Source: an optimization exercise on an open RTL-to-GDS flow (aim: small area, a short achievable clock period and few clock cycles). Production flows keep margins and buffers that such runs may drop.
Only simulation tests tie the RTL to the original design; equivalence was not proved.
Power and IR drop assume default switching activity.

## RV32i_top
module RV32i_top (
    input  logic        clk_i,
    input  logic        resetn_i,
    input  logic        imem_valid_i,
    output logic [31:0] imem_add_o,
    input  logic [31:0] imem_data_i,
    output logic [31:0] dmem_add_o,
    input  logic [31:0] dmem_do_i,
    output logic [31:0] dmem_di_o,
    output logic        dmem_we_o,
    output logic        dmem_re_o,
    output logic [ 3:0] dmem_ble_o
);
  logic [11:0] pc_q;   
  logic        ex_wb_q, ex_load_q, ex_store_q, ex_branch_q, ex_jalr_q, ex_link_q;
  logic        ex_pred_q;   
  logic        ex_kill_q;   
  logic [ 4:0] ex_rd_q;
  logic [ 2:0] ex_f3_q;
  logic [31:0] ex_a_q, ex_b_q, ex_sd_q;
  logic [11:0] ex_alt_q;   
  logic ex_sub_q, ex_add_q, ex_slt_q, ex_sltu_q, ex_xor_q, ex_or_q, ex_and_q;
  logic ex_sll_q, ex_sr_q, ex_arith_q;
  logic [ 4:0] ex_shamt_q;   
  logic        mem_wb_q, mem_load_q, mem_store_q;
  logic [ 4:0] mem_rd_q;
  logic [ 2:0] mem_f3_q;
  logic [31:0] mem_res_q, mem_sd_q;
  logic [ 3:0] mem_ble_q;
  logic ex_wb, ex_load, ex_store, ex_branch, ex_jalr;
  assign ex_wb     = ex_wb_q & ~ex_kill_q;
  assign ex_load   = ex_load_q & ~ex_kill_q;
  ...
==> flow/config.mk <==
export PLATFORM = sky130hd
export DESIGN_NAME = RV32i_top
export DESIGN_NICKNAME = RV32i_top
export VERILOG_FILES = /design/flow/design.v
export SDC_FILE = /design/flow/constraint.sdc
export NUM_CORES = 8
export LEC_CHECK = 0
export CAP_MARGIN = 20
export CORE_MARGIN = 2
export CORE_UTILIZATION = 40
export CTS_BUF_LIST = sky130_fd_sc_hd__clkbuf_8
export CTS_CLUSTER_DIAMETER = 100
export CTS_CLUSTER_SIZE = 12
export SLEW_MARGIN = 20
==> flow/constraint.sdc <==
create_clock -name core_clock -period 10.0 [get_ports {clk_i}]
set_input_delay 2.0000 -clock core_clock [delete_from_list [all_inputs] [get_ports {clk_i}]]
set_output_delay 2.0000 -clock core_clock [all_outputs]
set_load 0.01 [all_outputs]
standard.sh (not shown) runs the stock make flow with config.mk's settings and CLKGATE_MAP_FILE= SYNTH_SCRIPT=/design/flow/synth_recipe.tcl, a recipe that flattens the netlist after the stock synthesis.
==> flow/flow/run.sh <==
#!/bin/bash
# Layout: the standard flow (standard.sh), with the timing-repair knobs
# from flow/knobs.sh exported to ORFS. Each tool's output is in standard.log
# here and in ORFS's own logs under orfs/logs.
set -euo pipefail
source flow/knobs.sh
bash standard.sh > standard.log 2>&1
==> flow/flow/knobs.sh <==
export SETUP_SLACK_MARGIN=6.2
export BUFFER_PORTS_ARGS="-buffer_cell sky130_fd_sc_hd__buf_1"
Testbench counts at the start, summed over its fixed seeds: cycles 72,984.
==> next run, changes <==
--- a/flow/design.v
+++ b/flow/design.v
@@ -193,16 +193,18 @@
     output logic [31:0] dmem_di_o,
     output logic        dmem_we_o,
     output logic        dmem_re_o,
     output logic [ 3:0] dmem_ble_o
 );
   logic [11:0] pc_q;   
   logic        ex_wb_q, ex_load_q, ex_store_q, ex_branch_q, ex_jalr_q, ex_link_q;
   logic        ex_pred_q;   
+  logic        ex_back_q;   
+  logic [3:0] ex_hidx_q;   
   logic        ex_kill_q;   
   logic [ 4:0] ex_rd_q;
   logic [ 2:0] ex_f3_q;
   logic [31:0] ex_a_q, ex_b_q, ex_sd_q;
   logic [11:0] ex_alt_q;   
   logic ex_sub_q, ex_add_q, ex_slt_q, ex_sltu_q, ex_xor_q, ex_or_q, ex_and_q;
   logic ex_sll_q, ex_sr_q, ex_arith_q;
   logic [ 4:0] ex_shamt_q;   
@@ -279,21 +281,26 @@
   assign rs1_val = (mem_wb_q && mem_rd_q == rs1) ? wb_data : rf_rs1;
   assign rs2_val = (mem_wb_q && mem_rd_q == rs2) ? wb_data : rf_rs2;
   logic fwd1, fwd2;
   logic [31:0] res;
   assign fwd1 = ex_wb && rs1 == ex_rd_q;
   assign fwd2 = ex_wb && rs2 == ex_rd_q;
   logic stall;
   assign stall = ex_load && ((uses_rs1 && rs1 == ex_rd_q) || (uses_rs2 && rs2 == ex_rd_q));
-  logic redirect;
+  logic redirect, taken;
   logic [11:0] redirect_pc;
   logic [11:0] pc_inc, tgt_j, tgt_b, pc_fd;
   logic pred_taken, rd_nz, d_shift;
-  assign pred_taken = d_branch & ins[31];   
+  logic [15:0] bht_q;
+  always_ff @(posedge clk_i or negedge resetn_i) begin
+    if (!resetn_i) bht_q <= '0;
+    else if (ex_branch && !ex_back_q) bht_q[ex_hidx_q] <= taken;
+  end
+  assign pred_taken = d_branch & (ins[31] | bht_q[pc_q[3:0]]);
   assign tgt_j  = pc_q + {ins[13:12], ins[20], ins[30:22]};
   assign tgt_b  = pc_q + {ins[31], ins[31], ins[7], ins[30:25], ins[11:9]};
   assign pc_inc = pc_q + 12'd1;
   assign pc_fd  = d_jal ? tgt_j : pred_taken ? tgt_b : pc_inc;
   logic go;   
   assign go = imem_valid_i & ~stall;
   always_ff @(posedge clk_i or negedge resetn_i) begin
     if (!resetn_i) pc_q <= 12'd0;
@@ -318,16 +325,18 @@
       ex_store_q  <= go & d_store;
       ex_branch_q <= go & d_branch;
       ex_jalr_q   <= go & d_jalr;
     end
   end
   always_ff @(posedge clk_i) begin
     ex_link_q  <= d_jal | d_jalr;
     ex_pred_q  <= pred_taken;
+    ex_back_q  <= ins[31];
+    ex_hidx_q  <= pc_q[3:0];
     ex_rd_q    <= rd;
     ex_f3_q    <= ins[14:12];
     ex_a_q     <= (fwd1 && uses_rs1) ? res
                 : a_is_zero ? 32'd0 : a_is_pc ? {18'd0, pc_q, 2'b00} : rs1_val;
     ex_b_q     <= (fwd2 && b_is_rs2) ? res : b_is_rs2 ? rs2_val : imm;
     ex_sd_q    <= fwd2 ? res : rs2_val;
     ex_shamt_q <= (fwd2 && d_shift && b_is_rs2) ? res[4:0]
                 : !d_shift ? 5'd0 : b_is_rs2 ? rs2_val[4:0] : ins[24:20];
@@ -340,17 +349,17 @@
     ex_or_q    <= d_or;
     ex_and_q   <= d_and;
     ex_sll_q   <= d_sll;
     ex_sr_q    <= d_sr;
     ex_arith_q <= d_arith;
   end
   logic [31:0] a, b, sd, alu_res, sum;
   logic [ 4:0] shamt;
-  logic eq, lt, ltu, cond, taken;
+  logic eq, lt, ltu, cond;
   assign a     = ex_a_q;
   assign b     = ex_b_q;
   assign sd    = ex_sd_q;
   assign shamt = ex_shamt_q;
   alu u_alu (
       .a_i       (a),
       .b_i       (b),
       .shamt_i   (shamt),
What happened:
- cell count came out higher by 3.9%
- non-clock buffer count falls by 53
- via count rose by 1.9%
- critical path depth increases by 1
- synthesized area went up by 2.8%
- count of clock-buffer cells in the layout increases by 5
- routed wire length barely changes
- cell area rose by 1.3%
- global-route usage is lower by 1.2 points
- first-iteration DRC count rose by 3.4%
- total power is higher by 0.77%
Testbench counts after the change, summed over its fixed seeds: cycles 70,366.

separate check: timing with driven ports:
The flow's constraints put no driver on any port. The routed layouts listed below were extracted and timed again, unchanged, in two steps. Step 1 (the two cells are an assumption about what drives the block):
set clk [get_ports {clk_i}]
set_driving_cell -lib_cell sky130_fd_sc_hd__clkbuf_16 $clk
set_driving_cell -lib_cell sky130_fd_sc_hd__buf_2 [delete_from_list [all_inputs] $clk]
Step 2 times the ports against the registers' clock, not the clock port: input delays grow and output delays shrink by t, the midpoint of the rising clock arrivals with the driver on. a / b / c = ideal ports / drivers / drivers and shift; a / b = the first two.
| run | t, ns | setup slack, ns | worst register clock-pin slew, ns |
|---|---|---|---|
| the first run | 0.959 | 6.074 / 6.081 / 5.122 | 0.11 / 0.11 |
| the second run | 0.969 | 6.098 / 6.121 / 5.152 | 0.10 / 0.10 |
After both steps every run listed still meets setup and hold. For the first run, which loses most, drivers alone change the setup slack by +0.007 ns; drivers and shift together by -0.952 ns.
